Background: an optimization exercise with open tools, aiming at small area and a short achievable clock period. Do not read the settings as production practice. Function was not checked in any run shown here: the RTL went through the layout flow alone.

==> design.v <==
module fullreg #(  parameter N = 16 )(
    input [N-1:0] d,
    output reg [N-1:0] q,
    input clk,
    input en,
    input clr,  
    input rst   
    );
always @(posedge clk,posedge rst) begin
    if(rst)
        q=0;
    else    
    if(en==1)begin
        if(clr)
            q=0;
        else
            q=d;
    end
end
endmodule
`timescale 1ns / 1ps
module adder
   #(parameter integer N=16)
   (
    input  [N-1:0] x1,
    input  [N-1:0] x2,
    output  [N-1:0] y
    );
    assign y=$unsigned(x1)+$unsigned(x2);
endmodule
module fa_cell(input a, input b, input c, output s, output co);
  assign s = a ^ b ^ c;
  assign co = (a & b) | (a & c) | (b & c);
endmodule
module ha_cell(input a, input b, output s, output co);
  assign s = a ^ b;
  assign co = a & b;
endmodule
`timescale 1ns / 1ps
module mult
   #(parameter integer N=9)
   (
    input  [N-1:0] x1,
    input  [N-1:0] x2,
    output  [2*N-1:0] y
    );
    assign y=$signed(x1)*$signed(x2);
endmodule
module mac(
    input [15:0] x1,
    input [15:0] x2,
    input clk,
    input rst,
    input en,
    output [39:0] y
    );
reg [39:0] S;
reg [39:0] C;
wire s1;
wire c2;
wire s3;
wire c4;
wire s5;
wire c6;
wire s7;
wire c8;
wire s9;
wire c10;
wire s11;
wire c12;
wire s13;
wire c14;
wire s15;
wire c16;
wire s17;
wire c18;
wire s19;
wire c20;
wire s21;
wire c22;
wire s23;
wire c24;
wire s25;
wire c26;
wire s27;
wire c28;
wire s29;
wire c30;
wire s31;
wire c32;
wire s33;
wire c34;
wire s35;
wire c36;
wire s37;
wire c38;
wire s39;
wire c40;
wire s41;
wire c42;
wire s43;
wire c44;
wire s45;
wire c46;
wire s47;
wire c48;
wire s49;
wire c50;
wire s51;
wire c52;
wire s53;
wire c54;
wire s55;
wire c56;
wire s57;
wire c58;
wire s59;
wire c60;
wire s61;
wire c62;
wire s63;
wire c64;
wire s65;
wire c66;
wire s67;
wire c68;
wire s69;
wire c70;
wire s71;
wire c72;
wire s73;
wire c74;
wire s75;
wire c76;
wire s77;
wire c78;
wire s79;
wire c80;
wire s81;
wire c82;
wire s83;
wire c84;
wire s85;
wire c86;
wire s87;
wire c88;
wire s89;
wire c90;
wire s91;
wire c92;
wire s93;
wire c94;
wire s95;
wire c96;
wire s97;
wire c98;
wire s99;
wire c100;
wire s101;
wire c102;
wire s103;
wire c104;
wire s105;
wire c106;
wire s107;
wire c108;
wire s109;
wire c110;
wire s111;
wire c112;
wire s113;
wire c114;
wire s115;
wire c116;
wire s117;
wire c118;
wire s119;
wire c120;
wire s121;
wire c122;
wire s123;
wire c124;
wire s125;
wire c126;
wire s127;
wire c128;
wire s129;
wire c130;
wire s131;
wire c132;
wire s133;
wire c134;
wire s135;
wire c136;
wire s137;
wire c138;
wire s139;
wire c140;
wire s141;
wire c142;
wire s143;
wire c144;
wire s145;
wire c146;
wire s147;
wire c148;
wire s149;
wire c150;
wire s151;
wire c152;
wire s153;
wire c154;
wire s155;
wire c156;
wire s157;
wire c158;
wire s159;
wire c160;
wire s161;
wire c162;
wire s163;
wire c164;
wire s165;
wire c166;
wire s167;
wire c168;
wire s169;
wire c170;
wire s171;
wire c172;
wire s173;
wire c174;
wire s175;
wire c176;
wire s177;
wire c178;
wire s179;
wire c180;
wire s181;
wire c182;
wire s183;
wire c184;
wire s185;
wire c186;
wire s187;
wire c188;
wire s189;
wire c190;
wire s191;
wire c192;
wire s193;
wire c194;
wire s195;
wire c196;
wire s197;
wire c198;
wire s199;
wire c200;
wire s201;
wire c202;
wire s203;
wire c204;
wire s205;
wire c206;
wire s207;
wire c208;
wire s209;
wire c210;
wire s211;
wire c212;
wire s213;
wire c214;
wire s215;
wire c216;
wire s217;
wire c218;
wire s219;
wire c220;
wire s221;
wire c222;
wire s223;
wire c224;
wire s225;
wire c226;
wire s227;
wire c228;
wire s229;
wire c230;
wire s231;
wire c232;
wire s233;
wire c234;
wire s235;
wire c236;
wire s237;
wire c238;
wire s239;
wire c240;
wire s241;
wire c242;
wire s243;
wire c244;
wire s245;
wire c246;
wire s247;
wire c248;
wire s249;
wire c250;
wire s251;
wire c252;
wire s253;
wire c254;
wire s255;
wire c256;
wire s257;
wire c258;
wire s259;
wire c260;
wire s261;
wire c262;
wire s263;
wire c264;
wire s265;
wire c266;
wire s267;
wire c268;
wire s269;
wire c270;
wire s271;
wire c272;
wire s273;
wire c274;
wire s275;
wire c276;
wire s277;
wire c278;
wire s279;
wire c280;
wire s281;
wire c282;
wire s283;
wire c284;
wire s285;
wire c286;
wire s287;
wire c288;
wire s289;
wire c290;
wire s291;
wire c292;
wire s293;
wire c294;
wire s295;
wire c296;
wire s297;
wire c298;
wire s299;
wire c300;
wire s301;
wire c302;
wire s303;
wire c304;
wire one0 = en & (x2[0] ^ 1'b0);
wire two0 = en & ((x2[1] & ~x2[0] & ~1'b0) | (~x2[1] & x2[0] & 1'b0));
wire neg0 = en & x2[1];
wire pp0_0 = ((one0 & x1[0]) | (two0 & 1'b0)) ^ neg0;
wire pp0_1 = ((one0 & x1[1]) | (two0 & x1[0])) ^ neg0;
wire pp0_2 = ((one0 & x1[2]) | (two0 & x1[1])) ^ neg0;
wire pp0_3 = ((one0 & x1[3]) | (two0 & x1[2])) ^ neg0;
wire pp0_4 = ((one0 & x1[4]) | (two0 & x1[3])) ^ neg0;
wire pp0_5 = ((one0 & x1[5]) | (two0 & x1[4])) ^ neg0;
wire pp0_6 = ((one0 & x1[6]) | (two0 & x1[5])) ^ neg0;
wire pp0_7 = ((one0 & x1[7]) | (two0 & x1[6])) ^ neg0;
wire pp0_8 = ((one0 & x1[8]) | (two0 & x1[7])) ^ neg0;
wire pp0_9 = ((one0 & x1[9]) | (two0 & x1[8])) ^ neg0;
wire pp0_10 = ((one0 & x1[10]) | (two0 & x1[9])) ^ neg0;
wire pp0_11 = ((one0 & x1[11]) | (two0 & x1[10])) ^ neg0;
wire pp0_12 = ((one0 & x1[12]) | (two0 & x1[11])) ^ neg0;
wire pp0_13 = ((one0 & x1[13]) | (two0 & x1[12])) ^ neg0;
wire pp0_14 = ((one0 & x1[14]) | (two0 & x1[13])) ^ neg0;
wire pp0_15 = ((one0 & x1[15]) | (two0 & x1[14])) ^ neg0;
wire pp0_16 = ~(((one0 & x1[15]) | (two0 & x1[15])) ^ neg0);
wire one1 = en & (x2[2] ^ x2[1]);
wire two1 = en & ((x2[3] & ~x2[2] & ~x2[1]) | (~x2[3] & x2[2] & x2[1]));
wire neg1 = en & x2[3];
wire pp1_0 = ((one1 & x1[0]) | (two1 & 1'b0)) ^ neg1;
wire pp1_1 = ((one1 & x1[1]) | (two1 & x1[0])) ^ neg1;
wire pp1_2 = ((one1 & x1[2]) | (two1 & x1[1])) ^ neg1;
wire pp1_3 = ((one1 & x1[3]) | (two1 & x1[2])) ^ neg1;
wire pp1_4 = ((one1 & x1[4]) | (two1 & x1[3])) ^ neg1;
wire pp1_5 = ((one1 & x1[5]) | (two1 & x1[4])) ^ neg1;
wire pp1_6 = ((one1 & x1[6]) | (two1 & x1[5])) ^ neg1;
wire pp1_7 = ((one1 & x1[7]) | (two1 & x1[6])) ^ neg1;
wire pp1_8 = ((one1 & x1[8]) | (two1 & x1[7])) ^ neg1;
wire pp1_9 = ((one1 & x1[9]) | (two1 & x1[8])) ^ neg1;
wire pp1_10 = ((one1 & x1[10]) | (two1 & x1[9])) ^ neg1;
wire pp1_11 = ((one1 & x1[11]) | (two1 & x1[10])) ^ neg1;
wire pp1_12 = ((one1 & x1[12]) | (two1 & x1[11])) ^ neg1;
wire pp1_13 = ((one1 & x1[13]) | (two1 & x1[12])) ^ neg1;
wire pp1_14 = ((one1 & x1[14]) | (two1 & x1[13])) ^ neg1;
wire pp1_15 = ((one1 & x1[15]) | (two1 & x1[14])) ^ neg1;
wire pp1_16 = ~(((one1 & x1[15]) | (two1 & x1[15])) ^ neg1);
wire one2 = en & (x2[4] ^ x2[3]);
wire two2 = en & ((x2[5] & ~x2[4] & ~x2[3]) | (~x2[5] & x2[4] & x2[3]));
wire neg2 = en & x2[5];
wire pp2_0 = ((one2 & x1[0]) | (two2 & 1'b0)) ^ neg2;
wire pp2_1 = ((one2 & x1[1]) | (two2 & x1[0])) ^ neg2;
wire pp2_2 = ((one2 & x1[2]) | (two2 & x1[1])) ^ neg2;
wire pp2_3 = ((one2 & x1[3]) | (two2 & x1[2])) ^ neg2;
wire pp2_4 = ((one2 & x1[4]) | (two2 & x1[3])) ^ neg2;
wire pp2_5 = ((one2 & x1[5]) | (two2 & x1[4])) ^ neg2;
wire pp2_6 = ((one2 & x1[6]) | (two2 & x1[5])) ^ neg2;
wire pp2_7 = ((one2 & x1[7]) | (two2 & x1[6])) ^ neg2;
wire pp2_8 = ((one2 & x1[8]) | (two2 & x1[7])) ^ neg2;
wire pp2_9 = ((one2 & x1[9]) | (two2 & x1[8])) ^ neg2;
wire pp2_10 = ((one2 & x1[10]) | (two2 & x1[9])) ^ neg2;
wire pp2_11 = ((one2 & x1[11]) | (two2 & x1[10])) ^ neg2;
wire pp2_12 = ((one2 & x1[12]) | (two2 & x1[11])) ^ neg2;
wire pp2_13 = ((one2 & x1[13]) | (two2 & x1[12])) ^ neg2;
wire pp2_14 = ((one2 & x1[14]) | (two2 & x1[13])) ^ neg2;
wire pp2_15 = ((one2 & x1[15]) | (two2 & x1[14])) ^ neg2;
wire pp2_16 = ~(((one2 & x1[15]) | (two2 & x1[15])) ^ neg2);
wire one3 = en & (x2[6] ^ x2[5]);
wire two3 = en & ((x2[7] & ~x2[6] & ~x2[5]) | (~x2[7] & x2[6] & x2[5]));
wire neg3 = en & x2[7];
wire pp3_0 = ((one3 & x1[0]) | (two3 & 1'b0)) ^ neg3;
wire pp3_1 = ((one3 & x1[1]) | (two3 & x1[0])) ^ neg3;
wire pp3_2 = ((one3 & x1[2]) | (two3 & x1[1])) ^ neg3;
wire pp3_3 = ((one3 & x1[3]) | (two3 & x1[2])) ^ neg3;
wire pp3_4 = ((one3 & x1[4]) | (two3 & x1[3])) ^ neg3;
wire pp3_5 = ((one3 & x1[5]) | (two3 & x1[4])) ^ neg3;
wire pp3_6 = ((one3 & x1[6]) | (two3 & x1[5])) ^ neg3;
wire pp3_7 = ((one3 & x1[7]) | (two3 & x1[6])) ^ neg3;
wire pp3_8 = ((one3 & x1[8]) | (two3 & x1[7])) ^ neg3;
wire pp3_9 = ((one3 & x1[9]) | (two3 & x1[8])) ^ neg3;
wire pp3_10 = ((one3 & x1[10]) | (two3 & x1[9])) ^ neg3;
wire pp3_11 = ((one3 & x1[11]) | (two3 & x1[10])) ^ neg3;
wire pp3_12 = ((one3 & x1[12]) | (two3 & x1[11])) ^ neg3;
wire pp3_13 = ((one3 & x1[13]) | (two3 & x1[12])) ^ neg3;
wire pp3_14 = ((one3 & x1[14]) | (two3 & x1[13])) ^ neg3;
wire pp3_15 = ((one3 & x1[15]) | (two3 & x1[14])) ^ neg3;
wire pp3_16 = ~(((one3 & x1[15]) | (two3 & x1[15])) ^ neg3);
wire one4 = en & (x2[8] ^ x2[7]);
wire two4 = en & ((x2[9] & ~x2[8] & ~x2[7]) | (~x2[9] & x2[8] & x2[7]));
wire neg4 = en & x2[9];
wire pp4_0 = ((one4 & x1[0]) | (two4 & 1'b0)) ^ neg4;
wire pp4_1 = ((one4 & x1[1]) | (two4 & x1[0])) ^ neg4;
wire pp4_2 = ((one4 & x1[2]) | (two4 & x1[1])) ^ neg4;
wire pp4_3 = ((one4 & x1[3]) | (two4 & x1[2])) ^ neg4;
wire pp4_4 = ((one4 & x1[4]) | (two4 & x1[3])) ^ neg4;
wire pp4_5 = ((one4 & x1[5]) | (two4 & x1[4])) ^ neg4;
wire pp4_6 = ((one4 & x1[6]) | (two4 & x1[5])) ^ neg4;
wire pp4_7 = ((one4 & x1[7]) | (two4 & x1[6])) ^ neg4;
wire pp4_8 = ((one4 & x1[8]) | (two4 & x1[7])) ^ neg4;
wire pp4_9 = ((one4 & x1[9]) | (two4 & x1[8])) ^ neg4;
wire pp4_10 = ((one4 & x1[10]) | (two4 & x1[9])) ^ neg4;
wire pp4_11 = ((one4 & x1[11]) | (two4 & x1[10])) ^ neg4;
wire pp4_12 = ((one4 & x1[12]) | (two4 & x1[11])) ^ neg4;
wire pp4_13 = ((one4 & x1[13]) | (two4 & x1[12])) ^ neg4;
wire pp4_14 = ((one4 & x1[14]) | (two4 & x1[13])) ^ neg4;
wire pp4_15 = ((one4 & x1[15]) | (two4 & x1[14])) ^ neg4;
wire pp4_16 = ~(((one4 & x1[15]) | (two4 & x1[15])) ^ neg4);
wire one5 = en & (x2[10] ^ x2[9]);
wire two5 = en & ((x2[11] & ~x2[10] & ~x2[9]) | (~x2[11] & x2[10] & x2[9]));
wire neg5 = en & x2[11];
wire pp5_0 = ((one5 & x1[0]) | (two5 & 1'b0)) ^ neg5;
wire pp5_1 = ((one5 & x1[1]) | (two5 & x1[0])) ^ neg5;
wire pp5_2 = ((one5 & x1[2]) | (two5 & x1[1])) ^ neg5;
wire pp5_3 = ((one5 & x1[3]) | (two5 & x1[2])) ^ neg5;
wire pp5_4 = ((one5 & x1[4]) | (two5 & x1[3])) ^ neg5;
wire pp5_5 = ((one5 & x1[5]) | (two5 & x1[4])) ^ neg5;
wire pp5_6 = ((one5 & x1[6]) | (two5 & x1[5])) ^ neg5;
wire pp5_7 = ((one5 & x1[7]) | (two5 & x1[6])) ^ neg5;
wire pp5_8 = ((one5 & x1[8]) | (two5 & x1[7])) ^ neg5;
wire pp5_9 = ((one5 & x1[9]) | (two5 & x1[8])) ^ neg5;
wire pp5_10 = ((one5 & x1[10]) | (two5 & x1[9])) ^ neg5;
wire pp5_11 = ((one5 & x1[11]) | (two5 & x1[10])) ^ neg5;
wire pp5_12 = ((one5 & x1[12]) | (two5 & x1[11])) ^ neg5;
wire pp5_13 = ((one5 & x1[13]) | (two5 & x1[12])) ^ neg5;
wire pp5_14 = ((one5 & x1[14]) | (two5 & x1[13])) ^ neg5;
wire pp5_15 = ((one5 & x1[15]) | (two5 & x1[14])) ^ neg5;
wire pp5_16 = ~(((one5 & x1[15]) | (two5 & x1[15])) ^ neg5);
wire one6 = en & (x2[12] ^ x2[11]);
wire two6 = en & ((x2[13] & ~x2[12] & ~x2[11]) | (~x2[13] & x2[12] & x2[11]));
wire neg6 = en & x2[13];
wire pp6_0 = ((one6 & x1[0]) | (two6 & 1'b0)) ^ neg6;
wire pp6_1 = ((one6 & x1[1]) | (two6 & x1[0])) ^ neg6;
wire pp6_2 = ((one6 & x1[2]) | (two6 & x1[1])) ^ neg6;
wire pp6_3 = ((one6 & x1[3]) | (two6 & x1[2])) ^ neg6;
wire pp6_4 = ((one6 & x1[4]) | (two6 & x1[3])) ^ neg6;
wire pp6_5 = ((one6 & x1[5]) | (two6 & x1[4])) ^ neg6;
wire pp6_6 = ((one6 & x1[6]) | (two6 & x1[5])) ^ neg6;
wire pp6_7 = ((one6 & x1[7]) | (two6 & x1[6])) ^ neg6;
wire pp6_8 = ((one6 & x1[8]) | (two6 & x1[7])) ^ neg6;
wire pp6_9 = ((one6 & x1[9]) | (two6 & x1[8])) ^ neg6;
wire pp6_10 = ((one6 & x1[10]) | (two6 & x1[9])) ^ neg6;
wire pp6_11 = ((one6 & x1[11]) | (two6 & x1[10])) ^ neg6;
wire pp6_12 = ((one6 & x1[12]) | (two6 & x1[11])) ^ neg6;
wire pp6_13 = ((one6 & x1[13]) | (two6 & x1[12])) ^ neg6;
wire pp6_14 = ((one6 & x1[14]) | (two6 & x1[13])) ^ neg6;
wire pp6_15 = ((one6 & x1[15]) | (two6 & x1[14])) ^ neg6;
wire pp6_16 = ~(((one6 & x1[15]) | (two6 & x1[15])) ^ neg6);
wire one7 = en & (x2[14] ^ x2[13]);
wire two7 = en & ((x2[15] & ~x2[14] & ~x2[13]) | (~x2[15] & x2[14] & x2[13]));
wire neg7 = en & x2[15];
wire pp7_0 = ((one7 & x1[0]) | (two7 & 1'b0)) ^ neg7;
wire pp7_1 = ((one7 & x1[1]) | (two7 & x1[0])) ^ neg7;
wire pp7_2 = ((one7 & x1[2]) | (two7 & x1[1])) ^ neg7;
wire pp7_3 = ((one7 & x1[3]) | (two7 & x1[2])) ^ neg7;
wire pp7_4 = ((one7 & x1[4]) | (two7 & x1[3])) ^ neg7;
wire pp7_5 = ((one7 & x1[5]) | (two7 & x1[4])) ^ neg7;
wire pp7_6 = ((one7 & x1[6]) | (two7 & x1[5])) ^ neg7;
wire pp7_7 = ((one7 & x1[7]) | (two7 & x1[6])) ^ neg7;
wire pp7_8 = ((one7 & x1[8]) | (two7 & x1[7])) ^ neg7;
wire pp7_9 = ((one7 & x1[9]) | (two7 & x1[8])) ^ neg7;
wire pp7_10 = ((one7 & x1[10]) | (two7 & x1[9])) ^ neg7;
wire pp7_11 = ((one7 & x1[11]) | (two7 & x1[10])) ^ neg7;
wire pp7_12 = ((one7 & x1[12]) | (two7 & x1[11])) ^ neg7;
wire pp7_13 = ((one7 & x1[13]) | (two7 & x1[12])) ^ neg7;
wire pp7_14 = ((one7 & x1[14]) | (two7 & x1[13])) ^ neg7;
wire pp7_15 = ((one7 & x1[15]) | (two7 & x1[14])) ^ neg7;
wire pp7_16 = ~(((one7 & x1[15]) | (two7 & x1[15])) ^ neg7);
ha_cell hs1 (.a(y[14]), .b(neg7), .s(s1), .co(c2));
ha_cell hs3 (.a(y[15]), .b(pp0_15), .s(s3), .co(c4));
assign s5 = ~(y[16] ^ pp0_16);
assign c6 = y[16] | pp0_16;
assign s7 = ~y[17];
assign c8 = y[17];
ha_cell hs9 (.a(y[8]), .b(neg4), .s(s9), .co(c10));
ha_cell hs11 (.a(y[9]), .b(pp0_9), .s(s11), .co(c12));
fa_cell fs13 (.a(y[10]), .b(neg5), .c(pp0_10), .s(s13), .co(c14));
ha_cell hs15 (.a(pp1_8), .b(pp2_6), .s(s15), .co(c16));
fa_cell fs17 (.a(y[11]), .b(pp0_11), .c(pp1_9), .s(s17), .co(c18));
ha_cell hs19 (.a(pp2_7), .b(pp3_5), .s(s19), .co(c20));
fa_cell fs21 (.a(y[12]), .b(neg6), .c(pp0_12), .s(s21), .co(c22));
fa_cell fs23 (.a(pp1_10), .b(pp2_8), .c(pp3_6), .s(s23), .co(c24));
ha_cell hs25 (.a(pp4_4), .b(pp5_2), .s(s25), .co(c26));
fa_cell fs27 (.a(y[13]), .b(pp0_13), .c(pp1_11), .s(s27), .co(c28));
fa_cell fs29 (.a(pp2_9), .b(pp3_7), .c(pp4_5), .s(s29), .co(c30));
ha_cell hs31 (.a(pp5_3), .b(pp6_1), .s(s31), .co(c32));
fa_cell fs33 (.a(s1), .b(pp0_14), .c(pp1_12), .s(s33), .co(c34));
fa_cell fs35 (.a(pp2_10), .b(pp3_8), .c(pp4_6), .s(s35), .co(c36));
fa_cell fs37 (.a(pp5_4), .b(pp6_2), .c(pp7_0), .s(s37), .co(c38));
fa_cell fs39 (.a(c2), .b(pp1_13), .c(pp2_11), .s(s39), .co(c40));
fa_cell fs41 (.a(pp3_9), .b(pp4_7), .c(pp5_5), .s(s41), .co(c42));
fa_cell fs43 (.a(pp6_3), .b(pp7_1), .c(s3), .s(s43), .co(c44));
fa_cell fs45 (.a(pp1_14), .b(pp2_12), .c(pp3_10), .s(s45), .co(c46));
fa_cell fs47 (.a(pp4_8), .b(pp5_6), .c(pp6_4), .s(s47), .co(c48));
fa_cell fs49 (.a(pp7_2), .b(c4), .c(s5), .s(s49), .co(c50));
fa_cell fs51 (.a(s7), .b(pp1_15), .c(pp2_13), .s(s51), .co(c52));
fa_cell fs53 (.a(pp3_11), .b(pp4_9), .c(pp5_7), .s(s53), .co(c54));
fa_cell fs55 (.a(pp6_5), .b(pp7_3), .c(c6), .s(s55), .co(c56));
fa_cell fs57 (.a(y[18]), .b(c8), .c(pp1_16), .s(s57), .co(c58));
fa_cell fs59 (.a(pp2_14), .b(pp3_12), .c(pp4_10), .s(s59), .co(c60));
fa_cell fs61 (.a(pp5_8), .b(pp6_6), .c(pp7_4), .s(s61), .co(c62));
assign s63 = ~(y[19] ^ pp2_15);
assign c64 = y[19] | pp2_15;
fa_cell fs65 (.a(pp3_13), .b(pp4_11), .c(pp5_9), .s(s65), .co(c66));
ha_cell hs67 (.a(pp6_7), .b(pp7_5), .s(s67), .co(c68));
fa_cell fs69 (.a(y[20]), .b(pp2_16), .c(pp3_14), .s(s69), .co(c70));
fa_cell fs71 (.a(pp4_12), .b(pp5_10), .c(pp6_8), .s(s71), .co(c72));
assign s73 = ~(y[21] ^ pp3_15);
assign c74 = y[21] | pp3_15;
ha_cell hs75 (.a(pp4_13), .b(pp5_11), .s(s75), .co(c76));
fa_cell fs77 (.a(y[22]), .b(pp3_16), .c(pp4_14), .s(s77), .co(c78));
assign s79 = ~y[23];
assign c80 = y[23];
ha_cell hs81 (.a(y[4]), .b(neg2), .s(s81), .co(c82));
ha_cell hs83 (.a(y[5]), .b(pp0_5), .s(s83), .co(c84));
fa_cell fs85 (.a(y[6]), .b(neg3), .c(pp0_6), .s(s85), .co(c86));
ha_cell hs87 (.a(pp1_4), .b(pp2_2), .s(s87), .co(c88));
fa_cell fs89 (.a(y[7]), .b(pp0_7), .c(pp1_5), .s(s89), .co(c90));
ha_cell hs91 (.a(pp2_3), .b(pp3_1), .s(s91), .co(c92));
fa_cell fs93 (.a(s9), .b(pp0_8), .c(pp1_6), .s(s93), .co(c94));
fa_cell fs95 (.a(pp2_4), .b(pp3_2), .c(pp4_0), .s(s95), .co(c96));
fa_cell fs97 (.a(c10), .b(pp1_7), .c(pp2_5), .s(s97), .co(c98));
fa_cell fs99 (.a(pp3_3), .b(pp4_1), .c(s11), .s(s99), .co(c100));
fa_cell fs101 (.a(pp3_4), .b(pp4_2), .c(pp5_0), .s(s101), .co(c102));
fa_cell fs103 (.a(c12), .b(s15), .c(s13), .s(s103), .co(c104));
fa_cell fs105 (.a(pp4_3), .b(pp5_1), .c(c16), .s(s105), .co(c106));
fa_cell fs107 (.a(s19), .b(c14), .c(s17), .s(s107), .co(c108));
fa_cell fs109 (.a(pp6_0), .b(c20), .c(s25), .s(s109), .co(c110));
fa_cell fs111 (.a(c18), .b(s21), .c(s23), .s(s111), .co(c112));
fa_cell fs113 (.a(c26), .b(s31), .c(c22), .s(s113), .co(c114));
fa_cell fs115 (.a(c24), .b(s27), .c(s29), .s(s115), .co(c116));
fa_cell fs117 (.a(c32), .b(c28), .c(c30), .s(s117), .co(c118));
fa_cell fs119 (.a(s33), .b(s35), .c(s37), .s(s119), .co(c120));
fa_cell fs121 (.a(c34), .b(c36), .c(c38), .s(s121), .co(c122));
fa_cell fs123 (.a(s39), .b(s41), .c(s43), .s(s123), .co(c124));
fa_cell fs125 (.a(c40), .b(c42), .c(s45), .s(s125), .co(c126));
fa_cell fs127 (.a(s47), .b(c44), .c(s49), .s(s127), .co(c128));
fa_cell fs129 (.a(c46), .b(c48), .c(s51), .s(s129), .co(c130));
fa_cell fs131 (.a(s53), .b(c50), .c(s55), .s(s131), .co(c132));
fa_cell fs133 (.a(c52), .b(c54), .c(s57), .s(s133), .co(c134));
fa_cell fs135 (.a(s59), .b(s61), .c(c56), .s(s135), .co(c136));
fa_cell fs137 (.a(s67), .b(c58), .c(c60), .s(s137), .co(c138));
fa_cell fs139 (.a(c62), .b(s63), .c(s65), .s(s139), .co(c140));
fa_cell fs141 (.a(pp7_6), .b(c68), .c(c64), .s(s141), .co(c142));
fa_cell fs143 (.a(c66), .b(s69), .c(s71), .s(s143), .co(c144));
fa_cell fs145 (.a(pp6_9), .b(pp7_7), .c(s75), .s(s145), .co(c146));
fa_cell fs147 (.a(c70), .b(c72), .c(s73), .s(s147), .co(c148));
fa_cell fs149 (.a(pp5_12), .b(pp6_10), .c(pp7_8), .s(s149), .co(c150));
fa_cell fs151 (.a(c76), .b(c74), .c(s77), .s(s151), .co(c152));
fa_cell fs153 (.a(s79), .b(pp4_15), .c(pp5_13), .s(s153), .co(c154));
fa_cell fs155 (.a(pp6_11), .b(pp7_9), .c(c78), .s(s155), .co(c156));
fa_cell fs157 (.a(y[24]), .b(c80), .c(pp4_16), .s(s157), .co(c158));
fa_cell fs159 (.a(pp5_14), .b(pp6_12), .c(pp7_10), .s(s159), .co(c160));
assign s161 = ~(y[25] ^ pp5_15);
assign c162 = y[25] | pp5_15;
ha_cell hs163 (.a(pp6_13), .b(pp7_11), .s(s163), .co(c164));
fa_cell fs165 (.a(y[26]), .b(pp5_16), .c(pp6_14), .s(s165), .co(c166));
assign s167 = ~y[27];
assign c168 = y[27];
ha_cell hs169 (.a(y[2]), .b(neg1), .s(s169), .co(c170));
ha_cell hs171 (.a(y[3]), .b(pp0_3), .s(s171), .co(c172));
fa_cell fs173 (.a(s81), .b(pp0_4), .c(pp1_2), .s(s173), .co(c174));
fa_cell fs175 (.a(c82), .b(pp1_3), .c(pp2_1), .s(s175), .co(c176));
fa_cell fs177 (.a(pp3_0), .b(c84), .c(s87), .s(s177), .co(c178));
fa_cell fs179 (.a(c88), .b(s91), .c(c86), .s(s179), .co(c180));
fa_cell fs181 (.a(c92), .b(c90), .c(s93), .s(s181), .co(c182));
fa_cell fs183 (.a(c94), .b(c96), .c(s97), .s(s183), .co(c184));
fa_cell fs185 (.a(c98), .b(s101), .c(c100), .s(s185), .co(c186));
fa_cell fs187 (.a(c102), .b(s105), .c(c104), .s(s187), .co(c188));
fa_cell fs189 (.a(c106), .b(s109), .c(c108), .s(s189), .co(c190));
fa_cell fs191 (.a(c110), .b(c112), .c(s113), .s(s191), .co(c192));
fa_cell fs193 (.a(c114), .b(c116), .c(s117), .s(s193), .co(c194));
fa_cell fs195 (.a(c118), .b(c120), .c(s121), .s(s195), .co(c196));
fa_cell fs197 (.a(c122), .b(s125), .c(c124), .s(s197), .co(c198));
fa_cell fs199 (.a(c126), .b(s129), .c(c128), .s(s199), .co(c200));
fa_cell fs201 (.a(c130), .b(s133), .c(c132), .s(s201), .co(c202));
fa_cell fs203 (.a(c134), .b(s137), .c(s139), .s(s203), .co(c204));
fa_cell fs205 (.a(c138), .b(c140), .c(s141), .s(s205), .co(c206));
fa_cell fs207 (.a(s145), .b(c142), .c(c144), .s(s207), .co(c208));
fa_cell fs209 (.a(s149), .b(c146), .c(c148), .s(s209), .co(c210));
fa_cell fs211 (.a(c150), .b(s153), .c(c152), .s(s211), .co(c212));
fa_cell fs213 (.a(c154), .b(s157), .c(s159), .s(s213), .co(c214));
fa_cell fs215 (.a(s163), .b(c158), .c(c160), .s(s215), .co(c216));
fa_cell fs217 (.a(pp7_12), .b(c164), .c(c162), .s(s217), .co(c218));
fa_cell fs219 (.a(s167), .b(pp6_15), .c(pp7_13), .s(s219), .co(c220));
fa_cell fs221 (.a(y[28]), .b(c168), .c(pp6_16), .s(s221), .co(c222));
assign s223 = ~y[29];
assign c224 = y[29];
ha_cell hs225 (.a(y[0]), .b(neg0), .s(s225), .co(c226));
ha_cell hs227 (.a(y[1]), .b(pp0_1), .s(s227), .co(c228));
fa_cell fs229 (.a(s169), .b(pp0_2), .c(pp1_0), .s(s229), .co(c230));
fa_cell fs231 (.a(c170), .b(pp1_1), .c(s171), .s(s231), .co(c232));
fa_cell fs233 (.a(pp2_0), .b(c172), .c(s173), .s(s233), .co(c234));
fa_cell fs235 (.a(s83), .b(c174), .c(s175), .s(s235), .co(c236));
fa_cell fs237 (.a(c176), .b(s85), .c(s177), .s(s237), .co(c238));
fa_cell fs239 (.a(s89), .b(c178), .c(s179), .s(s239), .co(c240));
fa_cell fs241 (.a(s95), .b(c180), .c(s181), .s(s241), .co(c242));
fa_cell fs243 (.a(s99), .b(c182), .c(s183), .s(s243), .co(c244));
fa_cell fs245 (.a(c184), .b(s103), .c(s185), .s(s245), .co(c246));
fa_cell fs247 (.a(s107), .b(c186), .c(s187), .s(s247), .co(c248));
fa_cell fs249 (.a(s111), .b(c188), .c(s189), .s(s249), .co(c250));
fa_cell fs251 (.a(s115), .b(c190), .c(s191), .s(s251), .co(c252));
fa_cell fs253 (.a(s119), .b(c192), .c(s193), .s(s253), .co(c254));
fa_cell fs255 (.a(s123), .b(c194), .c(s195), .s(s255), .co(c256));
fa_cell fs257 (.a(c196), .b(s127), .c(s197), .s(s257), .co(c258));
fa_cell fs259 (.a(s131), .b(c198), .c(s199), .s(s259), .co(c260));
fa_cell fs261 (.a(s135), .b(c200), .c(s201), .s(s261), .co(c262));
fa_cell fs263 (.a(c136), .b(s203), .c(c202), .s(s263), .co(c264));
fa_cell fs265 (.a(s143), .b(c204), .c(s205), .s(s265), .co(c266));
fa_cell fs267 (.a(s147), .b(c206), .c(s207), .s(s267), .co(c268));
fa_cell fs269 (.a(s151), .b(c208), .c(s209), .s(s269), .co(c270));
fa_cell fs271 (.a(s155), .b(c210), .c(s211), .s(s271), .co(c272));
fa_cell fs273 (.a(c156), .b(s213), .c(c212), .s(s273), .co(c274));
fa_cell fs275 (.a(s161), .b(c214), .c(s215), .s(s275), .co(c276));
fa_cell fs277 (.a(s165), .b(c216), .c(s217), .s(s277), .co(c278));
fa_cell fs279 (.a(c166), .b(s219), .c(c218), .s(s279), .co(c280));
fa_cell fs281 (.a(pp7_14), .b(c220), .c(s221), .s(s281), .co(c282));
fa_cell fs283 (.a(s223), .b(pp7_15), .c(c222), .s(s283), .co(c284));
fa_cell fs285 (.a(y[30]), .b(c224), .c(pp7_16), .s(s285), .co(c286));
assign s287 = ~y[31];
assign c288 = y[31];
assign s289 = ~y[32];
assign c290 = y[32];
assign s291 = ~y[33];
assign c292 = y[33];
assign s293 = ~y[34];
assign c294 = y[34];
assign s295 = ~y[35];
assign c296 = y[35];
assign s297 = ~y[36];
assign c298 = y[36];
assign s299 = ~y[37];
assign c300 = y[37];
assign s301 = ~y[38];
assign c302 = y[38];
assign s303 = ~y[39];
assign c304 = y[39];
wire [39:0] Sn = {c302, c300, c298, c296, c294, c292, c290, c288, c286, c284, c282, c280, c278, c276, c274, c272, c270, c268, c266, c264, c262, c260, c258, c256, c254, c252, c250, c248, c246, c244, c242, c240, c238, c236, c234, c232, c230, c228, c226, pp0_0};
wire [39:0] Cn = {s303, s301, s299, s297, s295, s293, s291, s289, s287, s285, s283, s281, s279, s277, s275, s273, s271, s269, s267, s265, s263, s261, s259, s257, s255, s253, s251, s249, s247, s245, s243, s241, s239, s237, s235, s233, s231, s229, s227, s225};
always @(posedge clk or posedge rst)
  if (rst) begin
    S <= 40'd0;
    C <= 40'd0;
  end else begin
    S <= Sn;
    C <= Cn;
  end
wire [39:0] ya = S[39:0], yb = C[39:0];
wire [39:0] p0 = ya ^ yb, g0 = ya & yb;
wire bg0_1 = g0[1] | (p0[1] & g0[0]);
wire bp0_1 = p0[1] & p0[0];
wire bg0_3 = g0[3] | (p0[3] & g0[2]);
wire bp0_3 = p0[3] & p0[2];
wire bg0_5 = g0[5] | (p0[5] & g0[4]);
wire bp0_5 = p0[5] & p0[4];
wire bg0_7 = g0[7] | (p0[7] & g0[6]);
wire bp0_7 = p0[7] & p0[6];
wire bg0_9 = g0[9] | (p0[9] & g0[8]);
wire bp0_9 = p0[9] & p0[8];
wire bg0_11 = g0[11] | (p0[11] & g0[10]);
wire bp0_11 = p0[11] & p0[10];
wire bg0_13 = g0[13] | (p0[13] & g0[12]);
wire bp0_13 = p0[13] & p0[12];
wire bg0_15 = g0[15] | (p0[15] & g0[14]);
wire bp0_15 = p0[15] & p0[14];
wire bg0_17 = g0[17] | (p0[17] & g0[16]);
wire bp0_17 = p0[17] & p0[16];
wire bg0_19 = g0[19] | (p0[19] & g0[18]);
wire bp0_19 = p0[19] & p0[18];
wire bg0_21 = g0[21] | (p0[21] & g0[20]);
wire bp0_21 = p0[21] & p0[20];
wire bg0_23 = g0[23] | (p0[23] & g0[22]);
wire bp0_23 = p0[23] & p0[22];
wire bg0_25 = g0[25] | (p0[25] & g0[24]);
wire bp0_25 = p0[25] & p0[24];
wire bg0_27 = g0[27] | (p0[27] & g0[26]);
wire bp0_27 = p0[27] & p0[26];
wire bg0_29 = g0[29] | (p0[29] & g0[28]);
wire bp0_29 = p0[29] & p0[28];
wire bg0_31 = g0[31] | (p0[31] & g0[30]);
wire bp0_31 = p0[31] & p0[30];
wire bg0_33 = g0[33] | (p0[33] & g0[32]);
wire bp0_33 = p0[33] & p0[32];
wire bg0_35 = g0[35] | (p0[35] & g0[34]);
wire bp0_35 = p0[35] & p0[34];
wire bg0_37 = g0[37] | (p0[37] & g0[36]);
wire bp0_37 = p0[37] & p0[36];
wire bg0_39 = g0[39] | (p0[39] & g0[38]);
wire bp0_39 = p0[39] & p0[38];
wire bg1_3 = bg0_3 | (bp0_3 & bg0_1);
wire bp1_3 = bp0_3 & bp0_1;
wire bg1_7 = bg0_7 | (bp0_7 & bg0_5);
wire bp1_7 = bp0_7 & bp0_5;
wire bg1_11 = bg0_11 | (bp0_11 & bg0_9);
wire bp1_11 = bp0_11 & bp0_9;
wire bg1_15 = bg0_15 | (bp0_15 & bg0_13);
wire bp1_15 = bp0_15 & bp0_13;
wire bg1_19 = bg0_19 | (bp0_19 & bg0_17);
wire bp1_19 = bp0_19 & bp0_17;
wire bg1_23 = bg0_23 | (bp0_23 & bg0_21);
wire bp1_23 = bp0_23 & bp0_21;
wire bg1_27 = bg0_27 | (bp0_27 & bg0_25);
wire bp1_27 = bp0_27 & bp0_25;
wire bg1_31 = bg0_31 | (bp0_31 & bg0_29);
wire bp1_31 = bp0_31 & bp0_29;
wire bg1_35 = bg0_35 | (bp0_35 & bg0_33);
wire bp1_35 = bp0_35 & bp0_33;
wire bg1_39 = bg0_39 | (bp0_39 & bg0_37);
wire bp1_39 = bp0_39 & bp0_37;
wire bg2_7 = bg1_7 | (bp1_7 & bg1_3);
wire bp2_7 = bp1_7 & bp1_3;
wire bg2_15 = bg1_15 | (bp1_15 & bg1_11);
wire bp2_15 = bp1_15 & bp1_11;
wire bg2_23 = bg1_23 | (bp1_23 & bg1_19);
wire bp2_23 = bp1_23 & bp1_19;
wire bg2_31 = bg1_31 | (bp1_31 & bg1_27);
wire bp2_31 = bp1_31 & bp1_27;
wire bg2_39 = bg1_39 | (bp1_39 & bg1_35);
wire bp2_39 = bp1_39 & bp1_35;
wire bg3_15 = bg2_15 | (bp2_15 & bg2_7);
wire bp3_15 = bp2_15 & bp2_7;
wire bg3_31 = bg2_31 | (bp2_31 & bg2_23);
wire bp3_31 = bp2_31 & bp2_23;
wire bg4_31 = bg3_31 | (bp3_31 & bg3_15);
wire bp4_31 = bp3_31 & bp3_15;
wire bg8_23 = bg2_23 | (bp2_23 & bg3_15);
wire bp8_23 = bp2_23 & bp3_15;
wire bg8_39 = bg2_39 | (bp2_39 & bg4_31);
wire bp8_39 = bp2_39 & bp4_31;
wire bg9_11 = bg1_11 | (bp1_11 & bg2_7);
wire bp9_11 = bp1_11 & bp2_7;
wire bg9_19 = bg1_19 | (bp1_19 & bg3_15);
wire bp9_19 = bp1_19 & bp3_15;
wire bg9_27 = bg1_27 | (bp1_27 & bg8_23);
wire bp9_27 = bp1_27 & bp8_23;
wire bg9_35 = bg1_35 | (bp1_35 & bg4_31);
wire bp9_35 = bp1_35 & bp4_31;
wire bg10_5 = bg0_5 | (bp0_5 & bg1_3);
wire bp10_5 = bp0_5 & bp1_3;
wire bg10_9 = bg0_9 | (bp0_9 & bg2_7);
wire bp10_9 = bp0_9 & bp2_7;
wire bg10_13 = bg0_13 | (bp0_13 & bg9_11);
wire bp10_13 = bp0_13 & bp9_11;
wire bg10_17 = bg0_17 | (bp0_17 & bg3_15);
wire bp10_17 = bp0_17 & bp3_15;
wire bg10_21 = bg0_21 | (bp0_21 & bg9_19);
wire bp10_21 = bp0_21 & bp9_19;
wire bg10_25 = bg0_25 | (bp0_25 & bg8_23);
wire bp10_25 = bp0_25 & bp8_23;
wire bg10_29 = bg0_29 | (bp0_29 & bg9_27);
wire bp10_29 = bp0_29 & bp9_27;
wire bg10_33 = bg0_33 | (bp0_33 & bg4_31);
wire bp10_33 = bp0_33 & bp4_31;
wire bg10_37 = bg0_37 | (bp0_37 & bg9_35);
wire bp10_37 = bp0_37 & bp9_35;
wire bg11_2 = g0[2] | (p0[2] & bg0_1);
wire bp11_2 = p0[2] & bp0_1;
wire bg11_4 = g0[4] | (p0[4] & bg1_3);
wire bp11_4 = p0[4] & bp1_3;
wire bg11_6 = g0[6] | (p0[6] & bg10_5);
wire bp11_6 = p0[6] & bp10_5;
wire bg11_8 = g0[8] | (p0[8] & bg2_7);
wire bp11_8 = p0[8] & bp2_7;
wire bg11_10 = g0[10] | (p0[10] & bg10_9);
wire bp11_10 = p0[10] & bp10_9;
wire bg11_12 = g0[12] | (p0[12] & bg9_11);
wire bp11_12 = p0[12] & bp9_11;
wire bg11_14 = g0[14] | (p0[14] & bg10_13);
wire bp11_14 = p0[14] & bp10_13;
wire bg11_16 = g0[16] | (p0[16] & bg3_15);
wire bp11_16 = p0[16] & bp3_15;
wire bg11_18 = g0[18] | (p0[18] & bg10_17);
wire bp11_18 = p0[18] & bp10_17;
wire bg11_20 = g0[20] | (p0[20] & bg9_19);
wire bp11_20 = p0[20] & bp9_19;
wire bg11_22 = g0[22] | (p0[22] & bg10_21);
wire bp11_22 = p0[22] & bp10_21;
wire bg11_24 = g0[24] | (p0[24] & bg8_23);
wire bp11_24 = p0[24] & bp8_23;
wire bg11_26 = g0[26] | (p0[26] & bg10_25);
wire bp11_26 = p0[26] & bp10_25;
wire bg11_28 = g0[28] | (p0[28] & bg9_27);
wire bp11_28 = p0[28] & bp9_27;
wire bg11_30 = g0[30] | (p0[30] & bg10_29);
wire bp11_30 = p0[30] & bp10_29;
wire bg11_32 = g0[32] | (p0[32] & bg4_31);
wire bp11_32 = p0[32] & bp4_31;
wire bg11_34 = g0[34] | (p0[34] & bg10_33);
wire bp11_34 = p0[34] & bp10_33;
wire bg11_36 = g0[36] | (p0[36] & bg9_35);
wire bp11_36 = p0[36] & bp9_35;
wire bg11_38 = g0[38] | (p0[38] & bg10_37);
wire bp11_38 = p0[38] & bp10_37;
wire [39:0] cy = {bg11_38, bg10_37, bg11_36, bg9_35, bg11_34, bg10_33, bg11_32, bg4_31, bg11_30, bg10_29, bg11_28, bg9_27, bg11_26, bg10_25, bg11_24, bg8_23, bg11_22, bg10_21, bg11_20, bg9_19, bg11_18, bg10_17, bg11_16, bg3_15, bg11_14, bg10_13, bg11_12, bg9_11, bg11_10, bg10_9, bg11_8, bg2_7, bg11_6, bg10_5, bg11_4, bg1_3, bg11_2, bg0_1, g0[0], 1'b0};
assign y[39:0] = p0 ^ cy;
endmodule
==> flow/run.sh <==
#!/bin/bash
MARGIN=${MARGIN:-6}
bash standard.sh SETUP_SLACK_MARGIN=$MARGIN finish > standard.log 2>&1
==> standard.sh <==
#!/bin/bash
# synth_recipe.tcl (not shown) runs the flow's synth.tcl, then flattens the netlist and writes it again
# the make line also repeats each setting of config.mk as NAME=value (left out here)
make -C /OpenROAD-flow-scripts/flow DESIGN_CONFIG=/design/flow/config.mk WORK_HOME=/design/flow/orfs CLKGATE_MAP_FILE= SYNTH_SCRIPT=/design/flow/synth_recipe.tcl "${@:-finish}"
==> config.mk <==
export PLATFORM = sky130hd
export DESIGN_NAME = mac
export DESIGN_NICKNAME = mac
export VERILOG_FILES = /design/flow/design.v
export SDC_FILE = /design/flow/constraint.sdc
export NUM_CORES = 4
export LEC_CHECK = 0
export ABC_AREA = 1
export CAP_MARGIN = 20
export CORE_MARGIN = 2
export CORE_UTILIZATION = 40
export SETUP_SLACK_MARGIN = 5
export SLEW_MARGIN = 20
export SYNTH_HIERARCHICAL = 1
==> constraint.sdc <==
create_clock -name core_clock -period 12.0 [get_ports {clk}]
set_input_delay 2.4000 -clock core_clock [delete_from_list [all_inputs] [get_ports {clk}]]
set_output_delay 2.4000 -clock core_clock [all_outputs]
set_load 0.01 [all_outputs]
==> impl_metrics.py, run 1 <==
metrics = {
    "status": {
        "status": "complete, no violations",
    },
    "logic_synthesis": {
        "synth_fa_ha_area_share_pct": 37.0,
        "syn-cell-area_um2": 9380,
        "synth_top_family_by_area": "adder cells",
        "ys_top_cells_by_area": "fa_1 29%, dfrtp_1 21%, xor2_1 13%, ha_1 8.0%, o22ai_1 7.2%",
        "ys_seq_area_share_pct": 21.3,
        "yosysMostFrequentCell": "xor2_1",
        "synth_cell_types": 32,
        "synth_simple_gate_area_share_pct": 6.74,
        "ys_top_cells_by_count": "142 x xor2_1, 136 x fa_1, 119 x inv_1",
        "post-synth-top-area-cell": "fa_1",
        "synth_xor_area_share_pct": 14.5,
        "yosys_most_used_dff": "dfrtp_1",
        "ys_async_sr_fraction_pct": 100,
        "synth_edf_count": 0,
        "syn_avg_cell_area_um2": 10.2,
        "synthMuxAreaShare_pct": 0,
        "netlist.area_leader.share_pct": 29.0,
        "yosysWarnings": 7,
        "synth_compound_area_share_pct": 10.9,
        "syn_nets": 1150,
        "synth-seq-cells": 80,
        "synthCells": 919,
    },
    "timing": {
        "timing.final.crit_share_pct": 48.1,
        "finalClockSkew_ns": 0.0113,
        "slew_headroom_pct": 50.0,
        "setup_tns_ns": 0,
        "fmax_ghz": 0.173,
        "hold_viol_final": 0,
        "setup_viol": 0,
        "period_needed_ns": 5.78,
        "worst_slew_pin_slew_ns": 0.749,
        "rsz0062_at_grt": "no",
        "fin_ws_ns": 6.22,
        "final_max_slew_viol_count": 0,
    },
    "global_route": {
        "grt_max_degree": 45,
        "grt_pass1_vias": 6678,
        "grt_usage_pct": 19.4,
        "overflow": 0,
        "antenna_found_initial": 0,
        "grt_pass1_wl_um": 36500,
    },
    "placed_design": {
        "hpwl_um": 17400,
        "placed_cells": 1259,
        "preCtsSetupSlack_ns": 5.53,
        "port_buffers": 74,
        "routabilityCongestion": 0.910,
    },
    "clock_network": {
        "cts_tree": "built",
        "clock_latency_ns": 0.35,
        "ctsRootBufferMaster": "clkbuf_16",
        "cts_buffers": 9,
        "hold_buffers": 0,
        "cts.sinks": 80,
        "cts_buffer_depth": 2,
        "clkTransAtPathRegs_ns": 0.07,
        "htreeDepth": 3,
    },
    "setup_path": {
        "arrival_ns": 3.38,
        "cp_cell_sequence": "ha_1 > nand2_1 > nor2_1 > nand3_1 > nand2_2 > inv_1 > o21bai_1 > a31oi_1 > fa_1 > xnor2_2 > clkdlybuf4s50_1",
        "cp-end-kind": "primary output",
        "slowest_stage": "clkdlybuf4s50_1",
        "start_kind": "flop",
        "path_class": "flop to primary output",
        "path_buf_inv": 2,
        "critPathMaxStageDelay_ns": 0.62,
        "cp.required_ns": 9.60,
        "path_max_fanout": 3,
        "critPathTopFamily": "adder cells",
    },
    "floorplan": {
        "core.rowCount": 56,
        "fp.dieArea_um2": 24700,
        "die_w_um": 157,
        "start_util_pct": 40.3,
        "io_pins": 75,
        "dieHeight_um": 157,
        "fp.coreArea_um2": 23300,
    },
    "routing": {
        "wl_per_cell_um": 17.7,
        "met2_length_um": 10300,
        "drc": 0,
        "m1WireLength_um": 10400,
        "ant_nets": 0,
        "via_per_inst": 5.08,
        "drt_iter0_markers": 540,
        "drt-total-wl_um": 22600,
        "top_layer": "met4",
        "vias": 6508,
        "drt_first_pass_iters": 5,
        "met3WireLength_um": 1560,
    },
    "finish": {
        "final_cells": 1280,
        "n_antenna_cell": 0,
        "fillerInstances": 2213,
        "final_layout_size_suffix_gt1_share_pct": 8.32,
        "syn2layout_area_growth_pct": 13.2,
        "layout.nets": 1187,
        "final_util_pct": 45.6,
    },
    "worst_hold_path": {
        "worstHoldPathType": "flop to flop",
    },
    "job": {
        "maxCapViolations": 0,
    },
}
-- cells in the final DEF (no fill, tap or decap), types with 9 or more instances in the layout --
cell and count:
nor2_1 30, o22ai_2 12, xor2_1 142, inv_2 20
dfrtp_1 80, nand2_1 92, a21oi_1 9, fa_1 133
o22ai_1 108, inv_1 116, clkbuf_16 9, ha_1 60
clkdlybuf4s50_1 64
-- cell type report --
type,instances,area (um^2),area share [%]
inverters,139,526,4.95
flip-flops and latches,80,2000,18.9
multi-input cells,646,6560,61.8
well taps,319,399,3.76
clock buffers,10,239,2.25
clock inverters,6,90.1,0.849
repair buffers,80,803,7.57
-- path summary, 6_finish.rpt --
kind | start | to | slack [ns] | cells after the start
hold / removal | C[39]$_DFF_PP0_ | C[39]$_DFF_PP0_ | 0.60 | 2
min in group asynchronous | rst | C[39]$_DFF_PP0_ | 2.43 | 2
hold reg to reg | C[39]$_DFF_PP0_ | C[39]$_DFF_PP0_ | 0.60 | 2
max in group asynchronous | rst | C[8]$_DFF_PP0_ | 8.53 | 3
setup reg to reg | C[0]$_DFF_PP0_ | C[16]$_DFF_PP0_ | 7.26 | 16
setup / recovery | C[7]$_DFF_PP0_ | y[15] | 6.22 | 11
-- routing by layer --
metal,track usage [%],vias to the layer above
met5,0,-
met4,4.50,0
met3,4.30,30
met2,29.8,214
met1,28.1,3243
li1,-,3021
-- flip-flops by register name, indices dropped and copies added, names as in the netlist --
| register | flops |
|---|---|
| C | 40 |
| S | 40 |
-- metrics by stage --
step                      instance area, um^2  hold slack, ns
after floorplan                          9380           0.561
after detailed placement                10200           0.597
after global routing                    10600           0.631
after global placement                  10200           0.594
after CTS                               10500           0.610
final                                   10600           0.603
-- per-module statistics from Yosys (local to each module, per instance) --
module / cells / flip-flops and latches
mac: 784 / 80
ha_cell: 1 / 0
fa_cell: 1 / 0
-- what timing repair did --
action | CTS | global route
pin swaps | 4 | 3
resized for setup | 10 | 18
endpoints found under the setup margin | 27 | 34
buffers inserted | 3 | 2
-- tightest hold or removal path, stage by stage, from the launching register on --
cell and delay [ns]:
dfrtp_1 0.34, xnor2_1 0.14, xnor2_1 0.08
-- logic make-up after synthesis --
| kind of cell | count (synthesis) |
|---|---|
| AO/OA/AOI/OAI | 154 |
| buffers and inverters | 193 |
| XOR/XNOR | 155 |
| AND/OR/NAND/NOR | 141 |
| flip-flops | 80 |
| adder cells (fa/ha/maj) | 196 |
==> inputs of run 2 (changes only) <==
==> flow/run.sh (replaced) <==
#!/bin/bash
MARGIN=${MARGIN:-6}
bash standard.sh SETUP_SLACK_MARGIN=$MARGIN "BUFFER_PORTS_ARGS=-buffer_cell sky130_fd_sc_hd__buf_2" finish > standard.log 2>&1
==> run 2 against run 1 <==
Net effect:
- clock skew fell by 0.0030 ns
- count of clock-buffer cells in the layout did not move
- global-route usage rose by 0.39 points
- critical endpoint is now y[29]
- largest cell class unchanged
- sequential cell count did not move
- die area did not move
- critical path depth rose by 5
==> impl_metrics.py, run 2 <==
metrics = {
    "status": {
        "status": "complete, no violations",
    },
    "global_route": {
        "grt_pass1_wl_um": 37200,
        "grt_pass1_vias": 6760,
        "grt_usage_pct": 19.8,
        "grt_max_degree": 47,
        "overflow": 0,
        "antenna_found_initial": 0,
    },
    "logic_synthesis": {
        "yosysMostFrequentCell": "xor2_1",
        "yosys_most_used_dff": "dfrtp_1",
        "ys_top_cells_by_count": "142 x xor2_1, 136 x fa_1, 119 x inv_1",
        "synthCells": 919,
        "yosysWarnings": 7,
        "synth_edf_count": 0,
        "ys_top_cells_by_area": "fa_1 29%, dfrtp_1 21%, xor2_1 13%, ha_1 8.0%, o22ai_1 7.2%",
        "ys_seq_area_share_pct": 21.3,
        "netlist.area_leader.share_pct": 29.0,
        "syn_avg_cell_area_um2": 10.2,
        "ys_async_sr_fraction_pct": 100,
        "syn_nets": 1150,
        "synth-seq-cells": 80,
        "synth_cell_types": 32,
        "post-synth-top-area-cell": "fa_1",
        "syn-cell-area_um2": 9380,
    },
    "setup_path": {
        "path_buf_inv": 2,
        "path_class": "flop to primary output",
        "cp_common_cell": "nand2_1",
        "start_kind": "flop",
        "arrival_ns": 3.28,
        "path_max_fanout": 5,
        "r2r_cells": 15,
        "cp-end-kind": "primary output",
        "slowest_stage": "fa_1",
        "reg2reg_slack_ns": 7.07,
        "r2r-end": "C[16]$_DFF_PP0_",
        "critPathMaxStageDelay_ns": 0.39,
        "worst_r2r_startpoint": "C[7]$_DFF_PP0_",
        "cp.required_ns": 9.60,
        "critPathTopFamily": "simple AND/OR/NAND/NOR gates",
        "cp_cell_sequence": "ha_1 > fa_1 > nand2_1 > nand2_1 > nand3_1 > nand2_1 > nand2_1 > nand2_4 > nand2_1 > nand2_1 > nand2_1 > nand2_1 > fa_1 > xnor2_1 > inv_1 > buf_2",
    },
    "routing": {
        "via_per_inst": 5.11,
        "vias": 6510,
        "wl_per_cell_um": 18.0,
        "drt_first_pass_iters": 5,
        "ant_nets": 0,
        "drt_iter0_markers": 459,
        "drt-total-wl_um": 22900,
        "drc": 0,
    },
    "finish": {
        "n_antenna_cell": 0,
        "most-common-layout-cells": "142 x xor2_1, 136 x fa_1, 118 x inv_1",
        "syn2layout_area_growth_pct": 8.47,
        "design_area_um2": 10200,
        "reg.largest.list": "C (40), S (40)",
        "layout.nets": 1183,
        "final_layout_size_suffix_gt1_share_pct": 14.2,
        "layout_commonest_cell": "xor2_1",
    },
    "job": {
        "maxCapViolations": 0,
    },
    "placed_design": {
        "placed_area_um2": 9780,
        "routabilityCongestion": 0.922,
        "hpwl_um": 17500,
        "port_buffers": 74,
    },
    "worst_hold_path": {
        "hold_end": "C[39]$_DFF_PP0_",
        "hold_path_depth": 2,
        "hp-start": "S[39]$_DFF_PP0_",
        "worstHoldPathType": "flop to flop",
    },
    "clock_network": {
        "cts_buffer_depth": 2,
        "hold_buffers": 0,
        "cts_buffers": 9,
        "cts.sinks": 80,
        "clkTransAtPathRegs_ns": 0.06,
        "cts_tree": "built",
        "ctsRootBufferMaster": "clkbuf_16",
        "htreeDepth": 3,
        "clock_latency_ns": 0.35,
    },
    "timing": {
        "setup_viol": 0,
        "setup_tns_ns": 0,
        "hold_viol_final": 0,
        "slew_headroom_pct": 46.7,
        "final_max_slew_viol_count": 0,
        "worst_slew_pin_slew_ns": 0.800,
        "rsz0062_at_grt": "no",
        "fmax_ghz": 0.176,
        "timing.final.crit_share_pct": 47.3,
        "finalClockSkew_ns": 0.00834,
        "timing.hold.ws_ns": 0.595,
        "period_needed_ns": 5.68,
    },
    "floorplan": {
        "fp.coreArea_um2": 23300,
        "io_pins": 75,
        "core.rowCount": 56,
        "start_util_pct": 40.3,
        "dieHeight_um": 157,
        "fp.dieArea_um2": 24700,
        "die_w_um": 157,
    },
}
-- run 2: cell counts after synthesis --
Identical to the previous run, type by type.
-- run 2: per-stage QoR --
step	setup slack [ns]	utilization [%]	instances
floorplan	6.67	-	919
global placement	6.13	42.1	1259
detailed placement	6.06	42.1	1259
CTS	6.10	43.6	1274
global route	6.02	43.7	1275
finish	6.32	43.7	1275
-- run 2: layout make-up --
class	instances	area (um^2)
clock buffers	10	229
clock inverters	5	129
fillers	2286	13100
inverters	139	523
multi-input cells	646	6500
flip-flops and latches	80	2000
well taps	319	399
repair buffers	76	385
-- run 2: kinds of logic (layout without fill, tap and decap cells) --
logic type	count (synthesis)	in the layout	share of synthesized area, %
DFF	80	80	21.3
buffers and inverters	193	230	9.53
adders and majority gates	196	196	37.0
AOI/OAI and AO/OA	154	154	10.9
and+or+nand+nor	141	141	6.74
xor gates and xnor gates	155	155	14.5
-- run 2: worst register-to-register path, stage by stage (launching register included) --
cell and delay, ns:
dfrtp_1 0.36, ha_1 0.33, nand2_1 0.09, nor2_1 0.10
nand3_1 0.07, nand2_1 0.19, inv_1 0.12, o21bai_1 0.24
a31oi_1 0.18, fa_1 0.42, xnor2_1 0.54, ha_1 0.35
fa_1 0.48, fa_1 0.41, fa_1 0.51, fa_1 0.41
-- run 2: routing by layer --
layer / routed length (um) / track usage (%)
met1: 10200 / 27.9
met2: 10500 / 30.6
met3: 1720 / 4.63
met4: 453 / 5.89
met5: 0 / 0
-- run 2: worst max-delay path by stage --
stage / from / endpoint / slack, ns / depth (start not counted)
2_1_floorplan: x2[9] / C[17]$_DFF_PP0_ / 6.67 / 11
3_3_place_gp: en / C[19]$_DFF_PP0_ / 6.13 / 12
3_5_place_dp: en / C[16]$_DFF_PP0_ / 6.06 / 12
4_1_cts: C[0]$_DFF_PP0_ / y[23] / 6.10 / 16
5_1_grt: C[0]$_DFF_PP0_ / y[31] / 6.02 / 18
6_report: C[0]$_DFF_PP0_ / y[29] / 6.32 / 16
-- run 2: per-module statistics from Yosys, one instance, submodules excluded --
module,cells,area [um^2],copies in the design,flops+latches
fa_cell,1,20.0,116,0
ha_cell,1,12.5,19,0
mac,784,6820,1,80
-- run 2: timing repair --
item,in CTS,in global routing
pin swaps,0,2
setup buffers,0,1
cloned,0,0
resized for setup,1,3
setup endpoints to repair,2,4
==> inputs of run 3 (changes only) <==
==> flow/run.sh (replaced) <==
#!/bin/bash
MARGIN=${MARGIN:-6.5}
bash standard.sh SETUP_SLACK_MARGIN=$MARGIN "BUFFER_PORTS_ARGS=-buffer_cell sky130_fd_sc_hd__buf_2" finish > standard.log 2>&1
==> run 3 against run 2 <==
Net effect:
- fmax increased by 5.2%
- clock skew barely moved
- global-route usage rose by 0.057 points
- critical path depth decreased by 4
- synthesized cell count unchanged
- worst hold slack gained 0.015 ns
- largest cell class unchanged
==> impl_metrics.py, run 3 <==
metrics = {
    "logic_synthesis": {
        "ys_top_cells_by_count": "142 x xor2_1, 136 x fa_1, 119 x inv_1",
        "synthCells": 919,
        "syn-cell-area_um2": 9380,
        "yosysWarnings": 7,
        "post-synth-top-area-cell": "fa_1",
        "synth_edf_count": 0,
        "syn_avg_cell_area_um2": 10.2,
        "synth-seq-cells": 80,
        "yosysMostFrequentCell": "xor2_1",
        "syn_nets": 1150,
        "synth_cell_types": 32,
        "netlist.area_leader.share_pct": 29.0,
        "ys_async_sr_fraction_pct": 100,
        "ys_seq_area_share_pct": 21.3,
        "ys_top_cells_by_area": "fa_1 29%, dfrtp_1 21%, xor2_1 13%, ha_1 8.0%, o22ai_1 7.2%",
        "yosys_most_used_dff": "dfrtp_1",
    },
    "timing": {
        "timing.hold.ws_ns": 0.610,
        "period_needed_ns": 5.40,
        "final_max_slew_viol_count": 0,
        "rsz0062_at_grt": "yes",
        "slew_headroom_pct": 46.7,
        "hold_viol_final": 0,
        "timing.final.crit_share_pct": 45.0,
        "worst_slew_pin_slew_ns": 0.799,
        "setup_tns_ns": 0,
        "fmax_ghz": 0.185,
        "setup_viol": 0,
        "finalClockSkew_ns": 0.00866,
    },
    "floorplan": {
        "core.rowCount": 56,
        "fp.dieArea_um2": 24700,
        "io_pins": 75,
        "die_w_um": 157,
        "fp.coreArea_um2": 23300,
        "dieHeight_um": 157,
        "start_util_pct": 40.3,
    },
    "status": {
        "status": "complete, no violations",
    },
    "finish": {
        "syn2layout_area_growth_pct": 10.9,
        "layout_commonest_cell": "xor2_1",
        "final_layout_size_suffix_gt1_share_pct": 18.6,
        "reg.largest.list": "C (40), S (40)",
        "most-common-layout-cells": "142 x xor2_1, 131 x fa_1, 113 x inv_1",
        "layout.nets": 1190,
        "n_antenna_cell": 0,
        "design_area_um2": 10400,
    },
    "clock_network": {
        "cts_buffers": 9,
        "clkTransAtPathRegs_ns": 0.06,
        "cts_tree": "built",
        "cts.sinks": 80,
        "cts_buffer_depth": 2,
        "htreeDepth": 3,
        "hold_buffers": 0,
        "ctsRootBufferMaster": "clkbuf_16",
        "clock_latency_ns": 0.35,
    },
    "worst_hold_path": {
        "hold_path_depth": 2,
        "hold_end": "C[39]$_DFF_PP0_",
        "worstHoldPathType": "flop to flop",
        "hp-start": "S[39]$_DFF_PP0_",
    },
    "setup_path": {
        "path_buf_inv": 3,
        "cp_common_cell": "fa_1",
        "worst_r2r_startpoint": "C[0]$_DFF_PP0_",
        "r2r-end": "C[16]$_DFF_PP0_",
        "path_class": "input pin to flop",
        "crit_path_start": "en",
        "reg2reg_slack_ns": 7.36,
        "path_max_fanout": 15,
        "cp_cell_sequence": "clkbuf_4 > inv_4 > nor2_1 > nand2_1 > o21ai_2 > inv_2 > o22ai_1 > xor2_1 > fa_1 > fa_1 > fa_1 > fa_1",
        "critPathTopFamily": "adder cells",
        "cp.required_ns": 12.22,
        "cp-end-kind": "flop",
        "start_kind": "input pin",
        "critPathMaxStageDelay_ns": 0.57,
        "arrival_ns": 5.61,
        "slowest_stage": "fa_1",
        "r2r_cells": 16,
    },
    "placed_design": {
        "port_buffers": 74,
        "routabilityCongestion": 0.922,
        "hpwl_um": 17500,
        "placed_area_um2": 9780,
    },
    "routing": {
        "drt_iter0_markers": 422,
        "wl_per_cell_um": 18.1,
        "vias": 6584,
        "drc": 0,
        "drt_first_pass_iters": 5,
        "ant_nets": 0,
        "drt-total-wl_um": 23200,
        "via_per_inst": 5.14,
    },
    "global_route": {
        "grt_pass1_vias": 6771,
        "antenna_found_initial": 0,
        "grt_usage_pct": 19.9,
        "grt_max_degree": 47,
        "overflow": 0,
        "grt_pass1_wl_um": 37300,
    },
    "job": {
        "maxCapViolations": 0,
    },
}
-- run 3: repair_timing --
item                                    in CTS  in global routing
endpoints found under the setup margin      26                 30
pin swaps                                    6                  9
buffers inserted                             5                  3
gates resized for setup                     14                 42
-- run 3: cell families (layout without fill, tap and decap cells) --
family / Yosys count / in the layout / synth area share, %
adder cells (fa/ha/maj): 196 / 196 / 37.0
buffers and inverters: 193 / 237 / 9.53
XOR/XNOR: 155 / 155 / 14.5
AO/OA/AOI/OAI: 154 / 154 / 10.9
AND/OR/NAND/NOR: 141 / 141 / 6.74
flip-flops: 80 / 80 / 21.3
-- run 3: Yosys stat by module (local to each module, per instance) --
module   copies in the design  flip-flops and latches  area, um^2  cells inside
mac                         1                      80        6820           784
ha_cell                    19                       0        12.5             1
fa_cell                   116                       0        20.0             1
-- run 3: area by class of cell --
class                   count  area, um^2
clock buffers              10         229
repair buffers             83         440
clock inverters             5         129
multi-input cells         646        6670
flip-flops and latches     80        2000
fillers                  2256       12900
well taps                 319         399
inverters                 139         536
-- run 3: stage by stage --
| step | instances | setup WS (ns) | util, % |
|---|---|---|---|
| final | 1282 | 6.60 | 44.7 |
| after detailed placement | 1259 | 6.06 | 42.1 |
| after CTS | 1279 | 6.46 | 44.0 |
| after floorplan | 919 | 6.67 | - |
| after global routing | 1282 | 6.48 | 44.7 |
| after global placement | 1259 | 6.13 | 42.1 |
-- run 3: worst reg2reg max path: cells and delay by family (launching register included) --
family / cells / cell delay (ns)
adder cells (fa/ha/maj): 8 / 3.19
flip-flops: 1 / 0.37
AO/OA/AOI/OAI: 2 / 0.34
AND/OR/NAND/NOR: 4 / 0.33
buffers and inverters: 2 / 0.28
-- run 3: how the worst max path moves through the flow --
stage | to | slack, ns | cells past startpoint
finish | C[19]$_DFF_PP0_ | 6.60 | 12
CTS | y[23] | 6.46 | 16
global route | y[31] | 6.48 | 18
detailed placement | C[16]$_DFF_PP0_ | 6.06 | 12
floorplan | C[17]$_DFF_PP0_ | 6.67 | 11
global placement | C[19]$_DFF_PP0_ | 6.13 | 12
-- run 3: routing by layer --
layer	global-route usage [%]	part of all wire, %	up-vias
met3	4.63	7.3	30
met2	30.7	46	241
li1	-	-	3020
met5	0	0	-
met4	5.71	1.9	0
met1	28.0	45	3293

==> static timing again, ports no longer ideal <==
How much do the figures lean on ideal ports? The routed layouts below were timed once more, with nothing changed but the port constraints. Step 1 assumes that a clkbuf_16 drives the clock port and a buf_2 every other input. Step 2 also shifts input and output timing later by t, the mid clock arrival at the registers, as if the neighbouring blocks saw the same clock. Three values: ideal ports, drivers, drivers and shift; two values: the first two.
run | t, ns | setup WS [ns] | hold slack, ns | slew at the worst register clock pin (ns)
run 1 | 0.394 | 6.225 / 6.179 / 5.873 | 0.603 / 0.603 / 0.603 | 0.07 / 0.07
run 2 | 0.389 | 6.319 / 6.275 / 6.020 | 0.595 / 0.595 / 0.595 | 0.07 / 0.07
run 3 | 0.388 | 6.602 / 6.620 / 6.236 | 0.610 / 0.610 / 0.610 | 0.07 / 0.07
After both steps every run listed still meets setup and hold. For run 3, which loses most, drivers alone change the setup slack by +0.018 ns; drivers and shift together by -0.366 ns.
